What follows belongs to an exercise in optimizing a design on an open flow for small area, a short achievable clock period and few clock cycles; a production flow would make more cautious choices. Where RTL was checked, it was by simulation tests only, not by an equivalence proof against the original.

==> job 8789 <==
## triangle
module triangle (clk, reset, nt, xi, yi, busy, po, xo, yo);
   input clk, reset, nt;
   input [2:0] xi, yi;
   output reg busy, po;
   output reg [2:0] xo, yo;
reg [1:0] ld;            
reg [2:0] X2, Y2, Y3;
reg [2:0] W;             
reg       rt;            
reg [2:0] xe;            
reg [2:0] svl, svh;      
reg       fresh;         
reg [2:0] n, dou, din;
reg       up;
function [2:0] fdiv;
   input [2:0] w, n, d;
   begin
      case ({w, n, d})
      9'd1: fdiv = 3'd0;
      9'd2: fdiv = 3'd0;
      9'd3: fdiv = 3'd0;
      9'd4: fdiv = 3'd0;
      9'd5: fdiv = 3'd0;
      9'd6: fdiv = 3'd0;
      9'd7: fdiv = 3'd0;
      9'd9: fdiv = 3'd0;
      9'd10: fdiv = 3'd0;
      9'd11: fdiv = 3'd0;
      9'd12: fdiv = 3'd0;
      9'd13: fdiv = 3'd0;
      9'd14: fdiv = 3'd0;
      9'd15: fdiv = 3'd0;
      9'd18: fdiv = 3'd0;
      9'd19: fdiv = 3'd0;
      9'd20: fdiv = 3'd0;
      9'd21: fdiv = 3'd0;
      9'd22: fdiv = 3'd0;
      9'd23: fdiv = 3'd0;
      9'd27: fdiv = 3'd0;
      9'd28: fdiv = 3'd0;
      9'd29: fdiv = 3'd0;
      9'd30: fdiv = 3'd0;
      9'd31: fdiv = 3'd0;
      9'd36: fdiv = 3'd0;
      9'd37: fdiv = 3'd0;
      9'd38: fdiv = 3'd0;
      9'd39: fdiv = 3'd0;
      9'd45: fdiv = 3'd0;
      9'd46: fdiv = 3'd0;
      9'd47: fdiv = 3'd0;
      9'd54: fdiv = 3'd0;
      9'd55: fdiv = 3'd0;
      9'd63: fdiv = 3'd0;
      9'd65: fdiv = 3'd0;
      9'd66: fdiv = 3'd0;
      9'd67: fdiv = 3'd0;
      9'd68: fdiv = 3'd0;
      9'd69: fdiv = 3'd0;
      9'd70: fdiv = 3'd0;
      9'd71: fdiv = 3'd0;
      9'd73: fdiv = 3'd1;
      9'd74: fdiv = 3'd0;
      9'd75: fdiv = 3'd0;
      9'd76: fdiv = 3'd0;
      9'd77: fdiv = 3'd0;
      9'd78: fdiv = 3'd0;
      9'd79: fdiv = 3'd0;
      9'd82: fdiv = 3'd1;
      9'd83: fdiv = 3'd0;
      9'd84: fdiv = 3'd0;
      9'd85: fdiv = 3'd0;
      9'd86: fdiv = 3'd0;
      9'd87: fdiv = 3'd0;
      9'd91: fdiv = 3'd1;
      9'd92: fdiv = 3'd0;
      9'd93: fdiv = 3'd0;
      9'd94: fdiv = 3'd0;
      9'd95: fdiv = 3'd0;
  ...
==> flow/config.mk <==
export PLATFORM = sky130hd
export DESIGN_NAME = triangle
export DESIGN_NICKNAME = triangle
export VERILOG_FILES = /design/flow/design.v
export SDC_FILE = /design/flow/constraint.sdc
export NUM_CORES = 4
export LEC_CHECK = 0
export ABC_AREA = 1
export CAP_MARGIN = 20
export CORE_MARGIN = 2
export CORE_UTILIZATION = 40
export SETUP_SLACK_MARGIN = 3.6
export SLEW_MARGIN = 20
==> flow/constraint.sdc <==
create_clock -name core_clock -period 6.0 [get_ports {clk}]
set_input_delay 1.2000 -clock core_clock [delete_from_list [all_inputs] [get_ports {clk}]]
set_output_delay 1.2000 -clock core_clock [all_outputs]
set_load 0.01 [all_outputs]
run.sh (not shown) runs the stock make flow with config.mk's settings and CLKGATE_MAP_FILE= SYNTH_SCRIPT=/design/flow/synth_recipe.tcl, a recipe that flattens the netlist after the stock synthesis.
==> job 3590: changes against job 8789 <==
--- a/flow/design.v
+++ b/flow/design.v
@@ -1,13 +1,14 @@
 module triangle (clk, reset, nt, xi, yi, busy, po, xo, yo);
    input clk, reset, nt;
    input [2:0] xi, yi;
    output reg busy, po;
    output reg [2:0] xo, yo;
 reg [1:0] ld;            
-reg [2:0] X2, Y2, Y3;
+reg [2:0] X2, Y2;
+reg [2:0] YM;            
 reg [2:0] W;             
 reg       rt;            
 reg [2:0] xe;            
 reg [2:0] svl, svh;      
 reg       fresh;         
 reg [2:0] n, dou, din;
@@ -585,12 +586,76 @@
       9'd503: cdiv = 3'd6;
       9'd511: cdiv = 3'd7;
       default: cdiv = 3'bxxx;
       endcase
    end
 endfunction
+function [2:0] qdiv;
+   input [2:0] w, d;
+   begin
+      case ({w, d})
+      6'd1: qdiv = 3'd0;
+      6'd2: qdiv = 3'd0;
+      6'd3: qdiv = 3'd0;
+      6'd4: qdiv = 3'd0;
+      6'd5: qdiv = 3'd0;
+      6'd6: qdiv = 3'd0;
+      6'd7: qdiv = 3'd0;
+      6'd9: qdiv = 3'd1;
+      6'd10: qdiv = 3'd0;
+      6'd11: qdiv = 3'd0;
+      6'd12: qdiv = 3'd0;
+      6'd13: qdiv = 3'd0;
+      6'd14: qdiv = 3'd0;
+      6'd15: qdiv = 3'd0;
+      6'd17: qdiv = 3'd2;
+      6'd18: qdiv = 3'd1;
+      6'd19: qdiv = 3'd0;
+      6'd20: qdiv = 3'd0;
+      6'd21: qdiv = 3'd0;
+      6'd22: qdiv = 3'd0;
+      6'd23: qdiv = 3'd0;
+      6'd25: qdiv = 3'd3;
+      6'd26: qdiv = 3'd1;
+      6'd27: qdiv = 3'd1;
+      6'd28: qdiv = 3'd0;
+      6'd29: qdiv = 3'd0;
+      6'd30: qdiv = 3'd0;
+      6'd31: qdiv = 3'd0;
+      6'd33: qdiv = 3'd4;
+      6'd34: qdiv = 3'd2;
+      6'd35: qdiv = 3'd1;
+      6'd36: qdiv = 3'd1;
+      6'd37: qdiv = 3'd0;
+      6'd38: qdiv = 3'd0;
+      6'd39: qdiv = 3'd0;
+      6'd41: qdiv = 3'd5;
+      6'd42: qdiv = 3'd2;
+      6'd43: qdiv = 3'd1;
+      6'd44: qdiv = 3'd1;
+      6'd45: qdiv = 3'd1;
+      6'd46: qdiv = 3'd0;
+      6'd47: qdiv = 3'd0;
+      6'd49: qdiv = 3'd6;
+      6'd50: qdiv = 3'd3;
+      6'd51: qdiv = 3'd2;
+      6'd52: qdiv = 3'd1;
+      6'd53: qdiv = 3'd1;
+      6'd54: qdiv = 3'd1;
+      6'd55: qdiv = 3'd0;
+      6'd57: qdiv = 3'd7;
+      6'd58: qdiv = 3'd3;
+      6'd59: qdiv = 3'd2;
+      6'd60: qdiv = 3'd1;
+      6'd61: qdiv = 3'd1;
+      6'd62: qdiv = 3'd1;
+      6'd63: qdiv = 3'd1;
+      default: qdiv = 3'bxxx;
+      endcase
+   end
+endfunction
 function [2:0] add3;
    input [2:0] a, b;
    begin
       add3 = a + b;
    end
 endfunction
@@ -615,89 +680,105 @@
 function [2:0] subp3;
    input [2:0] a, b;
    begin
       subp3 = (a > b) ? a - b : 3'd0;
    end
 endfunction
-wire [2:0] ymax = gt3(Y2, Y3) ? Y2 : Y3;
 wire       run  = ld == 2'd3;
 wire       adv  = run && !fresh && xo == xe;    
-wire       sem  = gt3(svl, svh);                    
+wire       sem  = gt3(svl, svh);                
 wire [2:0] slo  = rt ? sub3(X2, svh) : add3(X2, svl);
 wire [2:0] shi  = rt ? sub3(X2, svl) : add3(X2, svh);
-wire       tip  = gt3(din, n);                      
+wire       tip  = gt3(din, n);                  
 wire [2:0] vlo  = cdiv(W, n, dou);
 wire [2:0] vhi  = tip ? fdiv(W, n, din) : W;
 wire       nz   = n == 3'd0;
-wire       eq12 = up && din == 3'd0;            
-wire       take = adv || (fresh && (run || (ld == 2'd2 && !up)));
+wire       at2  = yo == Y2;                     
+wire       eq12 = at2 && din == 3'd0;           
+wire [2:0] q1   = qdiv(W, dou);
+wire       y3lo = !at2 && yi == add3(yo, 3'd1);
+wire       take = adv || (fresh && (run || (ld == 2'd2 && !up && !y3lo)));
+wire [2:0] ybas = (ld == 2'd1) ? yo : Y2;
+wire [2:0] dyu  = sub3(yi, ybas);
+wire [2:0] dyd  = sub3(ybas, yi);
+wire       yigt = gt3(yi, ybas);
 always @(posedge clk or posedge reset) begin
    if (reset) begin
       busy <= 1'b0; po <= 1'b0; ld <= 2'd0;
-   end else if (nt) begin
-      busy <= 1'b1; po <= 1'b0; ld <= 2'd1;
+   end else if (ld == 2'd0) begin
+      po <= 1'b0;
+      if (nt) begin
+         busy <= 1'b1; ld <= 2'd1;
+      end
    end else if (ld == 2'd1) begin
       ld <= 2'd2; po <= 1'b1;
    end else if (ld == 2'd2) begin
       ld <= 2'd3;
-      po <= eq12;                     
-   end else if (ld == 2'd3) begin
+      po <= !at2 || eq12;             
+   end else begin
       if (xo != xe) begin
          po <= 1'b1;
-         if (add3(xo, 3'd1) == xe && yo == ymax) begin
+         if (add3(xo, 3'd1) == xe && yo == YM) begin
             busy <= 1'b0; ld <= 2'd0;
          end
       end else if (fresh) begin
          po <= 1'b0;
       end else begin
          po <= !sem;
-         if (!sem && svl == svh && add3(yo, 3'd1) == ymax) begin
+         if (!sem && svl == svh && add3(yo, 3'd1) == YM) begin
             busy <= 1'b0; ld <= 2'd0;
          end
       end
-   end else begin
-      po <= 1'b0;
    end
 end
 always @(posedge clk) begin
    if (fresh || adv) begin
       svl <= vlo; svh <= vhi;
    end
    if (take) begin
       n  <= (up || nz) ? add3(n, 3'd1) : sub3(n, 3'd1);
       up <= up || nz;
-      if (!up && nz) begin            
-         dou <= sub3((ld == 2'd2) ? yi : Y3, Y2); din <= 3'd0;
-      end
    end
-   if (nt) begin
+   if (ld == 2'd0) begin
       xo <= xi; yo <= yi;             
    end else if (ld == 2'd1) begin
       W  <= absd3(xi, xo);
       rt <= gt3(xi, xo);
-      X2 <= xi; Y2 <= yi; Y3 <= 3'd7;
+      X2 <= xi; Y2 <= yi; YM <= 3'd7;
       fresh <= 1'b1;
-      if (gt3(yi, yo)) begin              
-         up <= 1'b0; n <= sub3(sub3(yi, yo), 3'd1); dou <= sub3(yi, yo); din <= 3'd0;
+      if (yigt) begin                 
+         dou <= dyu; din <= 3'd0;
+         if (yi == add3(yo, 3'd1)) begin up <= 1'b1; n <= 3'd1; end
+         else begin up <= 1'b0; n <= sub3(dyu, 3'd2); end
       end else begin                  
-         up <= 1'b1; n <= 3'd1; din <= sub3(yo, yi);
+         up <= 1'b1; n <= 3'd1; din <= dyd;
       end
       if (gt3(yo, yi)) begin
          xo <= xi; xe <= xi; yo <= yi;
       end else if (yi == yo) begin
          xo <= gt3(xi, xo) ? xo : xi; xe <= gt3(xi, xo) ? xi : xo;
       end else begin
          xe <= xo;
       end
    end else if (ld == 2'd2) begin
-      Y3 <= yi;
-      if (up) dou <= sub3(yi, Y2);
-      else din <= subp3(Y2, yi);
-      fresh <= up;
+      YM <= yigt ? yi : Y2;
+      if (up || (nz && take)) dou <= dyu;
+      if (up) begin
+      end else if (nz && take) din <= 3'd0;   
+      else din <= yigt ? 3'd0 : dyd;
+      fresh <= up || y3lo;
       if (eq12) xo <= add3(xo, 3'd1);
-   end else if (ld == 2'd3) begin
+      else if (!at2) begin
+         yo <= add3(yo, 3'd1);
+         xo <= rt ? xo : sub3(xo, q1);
+         xe <= rt ? add3(xo, q1) : xo;
+      end
+   end else begin
+      if (take && !up && nz) begin    
+         dou <= sub3(YM, Y2); din <= 3'd0;
+      end
       fresh <= 1'b0;
       if (xo != xe) begin
          xo <= add3(xo, 3'd1);
       end else if (!fresh) begin
          yo <= add3(yo, 3'd1);
          xe <= shi;
==> flow/flow/run.sh (new file) <==
#!/bin/bash
# The standard layout (standard.sh) with two synthesis changes, neither of
# which touches a register:
#  1. no adder cell mapping (ADDER_MAP_FILE empty);
#  2. after the standard synthesis, the combinational cells are mapped again by
#     abc with an area script (flow/resynth.tcl); every flip-flop instance is
#     kept as it is, with its name and cell type.
set -euo pipefail
B=$PWD/orfs/results/sky130hd/triangle/base
bash standard.sh ADDER_MAP_FILE= $B/1_2_yosys.v > standard_synth.log 2>&1
cp $B/1_2_yosys.v yosys_standard.v
DONT_USE="$(grep -o -- '-dont_use [^ ]*' orfs/logs/sky130hd/triangle/base/1_2_yosys.log | sort -u | tr '\n' ' ')" \
  IN=$PWD/yosys_standard.v OUT=$PWD/yosys_resynth.v \
  yosys -c flow/resynth.tcl > resynth.log 2>&1
cp yosys_resynth.v $B/1_2_yosys.v
touch $B/1_2_yosys.v
bash standard.sh ADDER_MAP_FILE= finish > standard_flow.log 2>&1
==> flow/flow/resynth.tcl (new file) <==
# Map the combinational logic of the synthesized netlist again with abc.
# Flip-flops are black boxes here, so they keep their instance names and cells.
set lib $::env(FLOW_HOME)/platforms/sky130hd/lib/sky130_fd_sc_hd__tt_025C_1v80.lib
yosys read_liberty -ignore_miss_func $lib
yosys read_verilog $::env(IN)
yosys hierarchy -top triangle
foreach c [list dfrtp_1 dfxtp_1 edfxtp_1 dfstp_2 dfrtp_2 dfxtp_2 dfxtp_4 dfrtp_4 dfstp_1 dfstp_4 dfsbp_1 dfrbp_1 dfxbp_1 edfxbp_1] {
  yosys setattr -mod -set blackbox 1 sky130_fd_sc_hd__$c
}
yosys flatten
yosys opt_clean -purge
yosys delete t:\$scopeinfo
yosys abc -liberty $lib {*}$::env(DONT_USE) -script "+strash;&get -n;&deepsyn -T 30;&put;dch -f;map -B 0.9;topo;stime -c;buffer -c;upsize -c;dnsize -c" -D 2300
yosys opt_clean -purge
yosys stat -liberty $lib
yosys hierarchy -top triangle
yosys write_verilog -noattr -nohex -nodec $::env(OUT)
==> flow/standard.sh (new file) <==
#!/bin/bash
# synth_recipe.tcl (not shown) runs the flow's synth.tcl, then flattens the netlist and writes it again
# the make line also repeats each setting of config.mk as NAME=value (left out here)
make -C /OpenROAD-flow-scripts/flow DESIGN_CONFIG=/design/flow/config.mk WORK_HOME=/design/flow/orfs CLKGATE_MAP_FILE= SYNTH_SCRIPT=/design/flow/synth_recipe.tcl "${@:-finish}"
Settings changed: CORE_UTILIZATION 40 to 65, SETUP_SLACK_MARGIN 3.6 to 3.7.
removed: flow/run.sh
==> job 7587: changes against job 8789 <==
--- a/flow/design.v
+++ b/flow/design.v
@@ -1,20 +1,18 @@
 module triangle (clk, reset, nt, xi, yi, busy, po, xo, yo);
    input clk, reset, nt;
    input [2:0] xi, yi;
    output reg busy, po;
    output reg [2:0] xo, yo;
 reg [1:0] ld;            
-reg [2:0] X2, Y2, Y3;
+reg [2:0] Y1, X2, Y2, Y3;
 reg [2:0] W;             
 reg       rt;            
 reg [2:0] xe;            
 reg [2:0] svl, svh;      
 reg       fresh;         
-reg [2:0] n, dou, din;
-reg       up;
 function [2:0] fdiv;
    input [2:0] w, n, d;
    begin
       case ({w, n, d})
       9'd1: fdiv = 3'd0;
       9'd2: fdiv = 3'd0;
@@ -585,124 +583,82 @@
       9'd503: cdiv = 3'd6;
       9'd511: cdiv = 3'd7;
       default: cdiv = 3'bxxx;
       endcase
    end
 endfunction
-function [2:0] add3;
-   input [2:0] a, b;
-   begin
-      add3 = a + b;
-   end
-endfunction
-function [2:0] sub3;
-   input [2:0] a, b;
-   begin
-      sub3 = a - b;
-   end
-endfunction
-function gt3;
-   input [2:0] a, b;
-   begin
-      gt3 = (a[2] & ~b[2]) | (~(a[2] ^ b[2]) & ((a[1] & ~b[1]) | (~(a[1] ^ b[1]) & a[0] & ~b[0])));
-   end
-endfunction
-function [2:0] absd3;
-   input [2:0] a, b;
-   begin
-      absd3 = (a > b) ? a - b : b - a;
-   end
-endfunction
-function [2:0] subp3;
-   input [2:0] a, b;
-   begin
-      subp3 = (a > b) ? a - b : 3'd0;
-   end
-endfunction
-wire [2:0] ymax = gt3(Y2, Y3) ? Y2 : Y3;
+wire [2:0] ymax = (Y2 > Y3) ? Y2 : Y3;
 wire       run  = ld == 2'd3;
 wire       adv  = run && !fresh && xo == xe;    
-wire       sem  = gt3(svl, svh);                    
-wire [2:0] slo  = rt ? sub3(X2, svh) : add3(X2, svl);
-wire [2:0] shi  = rt ? sub3(X2, svl) : add3(X2, svh);
-wire       tip  = gt3(din, n);                      
+wire       sem  = svl > svh;                    
+wire [2:0] slo  = rt ? X2 - svh : X2 + svl;
+wire [2:0] shi  = rt ? X2 - svl : X2 + svh;
+wire [2:0] rq   = yo + (fresh ? 3'd1 : 3'd2);
+wire       up   = rq > Y2;
+wire [2:0] n    = up ? rq - Y2 : Y2 - rq;
+wire [2:0] dou  = up ? Y3 - Y2 : Y2 - Y1;
+wire [2:0] din  = up ? Y1 - Y2 : Y2 - Y3;
+wire       tip  = (rq < Y1) || (rq > Y3);
 wire [2:0] vlo  = cdiv(W, n, dou);
 wire [2:0] vhi  = tip ? fdiv(W, n, din) : W;
-wire       nz   = n == 3'd0;
-wire       eq12 = up && din == 3'd0;            
-wire       take = adv || (fresh && (run || (ld == 2'd2 && !up)));
 always @(posedge clk or posedge reset) begin
    if (reset) begin
       busy <= 1'b0; po <= 1'b0; ld <= 2'd0;
    end else if (nt) begin
       busy <= 1'b1; po <= 1'b0; ld <= 2'd1;
    end else if (ld == 2'd1) begin
       ld <= 2'd2; po <= 1'b1;
    end else if (ld == 2'd2) begin
       ld <= 2'd3;
-      po <= eq12;                     
+      po <= Y2 == Y1;                 
    end else if (ld == 2'd3) begin
       if (xo != xe) begin
          po <= 1'b1;
-         if (add3(xo, 3'd1) == xe && yo == ymax) begin
+         if (xo + 3'd1 == xe && yo == ymax) begin
             busy <= 1'b0; ld <= 2'd0;
          end
       end else if (fresh) begin
          po <= 1'b0;
       end else begin
          po <= !sem;
-         if (!sem && svl == svh && add3(yo, 3'd1) == ymax) begin
+         if (!sem && svl == svh && yo + 3'd1 == ymax) begin
             busy <= 1'b0; ld <= 2'd0;
          end
       end
    end else begin
       po <= 1'b0;
    end
 end
 always @(posedge clk) begin
    if (fresh || adv) begin
       svl <= vlo; svh <= vhi;
    end
-   if (take) begin
-      n  <= (up || nz) ? add3(n, 3'd1) : sub3(n, 3'd1);
-      up <= up || nz;
-      if (!up && nz) begin            
-         dou <= sub3((ld == 2'd2) ? yi : Y3, Y2); din <= 3'd0;
-      end
-   end
    if (nt) begin
-      xo <= xi; yo <= yi;             
+      xo <= xi; Y1 <= yi;             
    end else if (ld == 2'd1) begin
-      W  <= absd3(xi, xo);
-      rt <= gt3(xi, xo);
+      W  <= (xi > xo) ? xi - xo : xo - xi;
+      rt <= xi > xo;
       X2 <= xi; Y2 <= yi; Y3 <= 3'd7;
       fresh <= 1'b1;
-      if (gt3(yi, yo)) begin              
-         up <= 1'b0; n <= sub3(sub3(yi, yo), 3'd1); dou <= sub3(yi, yo); din <= 3'd0;
-      end else begin                  
-         up <= 1'b1; n <= 3'd1; din <= sub3(yo, yi);
-      end
-      if (gt3(yo, yi)) begin
+      if (yi < Y1) begin
          xo <= xi; xe <= xi; yo <= yi;
-      end else if (yi == yo) begin
-         xo <= gt3(xi, xo) ? xo : xi; xe <= gt3(xi, xo) ? xi : xo;
+      end else if (yi == Y1) begin
+         xo <= (xi > xo) ? xo : xi; xe <= (xi > xo) ? xi : xo; yo <= yi;
       end else begin
-         xe <= xo;
+         xe <= xo; yo <= Y1;
       end
    end else if (ld == 2'd2) begin
       Y3 <= yi;
-      if (up) dou <= sub3(yi, Y2);
-      else din <= subp3(Y2, yi);
-      fresh <= up;
-      if (eq12) xo <= add3(xo, 3'd1);
+      fresh <= Y2 <= Y1;
+      if (Y2 == Y1) xo <= xo + 3'd1;
    end else if (ld == 2'd3) begin
       fresh <= 1'b0;
       if (xo != xe) begin
-         xo <= add3(xo, 3'd1);
+         xo <= xo + 3'd1;
       end else if (!fresh) begin
-         yo <= add3(yo, 3'd1);
+         yo <= yo + 3'd1;
          xe <= shi;
          xo <= sem ? shi : slo;
       end
    end
 end
 endmodule
Settings changed: SETUP_SLACK_MARGIN 3.6 to not set.
==> comparison table <==
| quantity | job 3590 | job 8789 | job 7587 |
|---|---|---|---|
| Run status | no timing/DRC/antenna violations | no timing/DRC/antenna violations | no timing/DRC/antenna violations |
| Setup slack on the worst flop-to-flop path | 3.80 ns | 3.43 ns | 1.66 ns |
| Multi-input combinational gate total | 447 | 524 | 498 |
| Standard cell area after detailed placement | 4180 µm² | 5180 µm² | 4770 µm² |
| Normalized max-slew margin | 60.5% | 62.3% | 29.9% |
| Util after Layout | 75.3% | 50.4% | 45.0% |
| Buffer count from post-CTS setup fixing | 12 | 25 | 0 |
| Global-route total usage across every layer | 35.2% | 22.1% | 21.2% |
| Cell at the slowest stage of the critical path | sky130_fd_sc_hd__edfxtp_1 | sky130_fd_sc_hd__fa_2 | sky130_fd_sc_hd__nand2_1 |
| Ratio of cells with drive above 1 in the final layout | 18.7% | 18.5% | 4.61% |
| Met2 Routed Length | 5290 µm | 6850 µm | 5940 µm |
| Via count of the first global-routing pass | 3838 | 4733 | 4234 |
| Die Y-Extent | 81.9 µm | 113 µm | 110 µm |
| Fraction of synthesized cell area taken by the top area cell type | - | 18.2% | 21.2% |
| Vias post-DR | 4186 | 4929 | 4270 |
| Compound-Gate Fraction of Synth Area | - | 17.3% | 15.1% |
| Flip-flop and latch area | 1240 µm² | 1170 µm² | 1060 µm² |
| Syn Area/Cell | 6.80 µm² | 6.98 µm² | 7.02 µm² |
| Count of instances resized after the clock tree is built | 41 | 57 | 0 |
| Relative area of clock buffers and inverters in the final design | 1.89% | 2.81% | 3.05% |
| Category of the worst setup path capture point | primary output | register | register |
| Worst reg2reg path endpoint | dou[0]$_DFFE_PP_ | dou[2]$_DFF_P_ | svh[0]$_DFFE_PP_ |
| Area of the placeable core | 5890 µm² | 11600 µm² | 10900 µm² |
| Final wirelength | 11000 µm | 14200 µm | 12100 µm |
| Area Overhead vs Synth | 12.4% | 21.6% | 8.82% |
Testbench counts of job 7587, summed over its fixed seeds: cycles 5,273.
Only the layout flow was run in job 8789 and job 3590; the RTL was not checked for function there.

[separate check: timing with driven ports]
How much do the figures lean on ideal ports? The routed layouts below were timed once more, with nothing changed but the port constraints. Step 1 sets driving cells, clkbuf_16 on the clock port and buf_2 on the other inputs (assumed; they add their load-dependent delay and slew). Step 2 moves the port delays by t, midway between the first and last clock arrival at a register: inputs arrive t later, outputs are due t later. That takes back most of the time a late clock gives input paths. a / b / c = ideal / step 1 / step 2; a / b = the first two.
run	t (ns)	slack for setup (ns)	hold slack, ns	worst register clock-pin slew, ns	worst slew at a driven data input, ns
job 8789	0.323	3.374 / 3.368 / 3.046	0.476 / 0.476 / 0.476	0.06 / 0.06	0.06
job 3590	0.334	3.746 / 3.714 / 3.413	0.577 / 0.577 / 0.577	0.09 / 0.09	0.04
job 7587	0.314	1.662 / 1.662 / 1.662	0.536 / 0.536 / 0.536	0.06 / 0.06	0.03
After both steps setup and hold are still met in every run listed. For job 3590, which loses most, drivers alone change the setup slack by -0.032 ns; drivers and shift together by -0.333 ns.
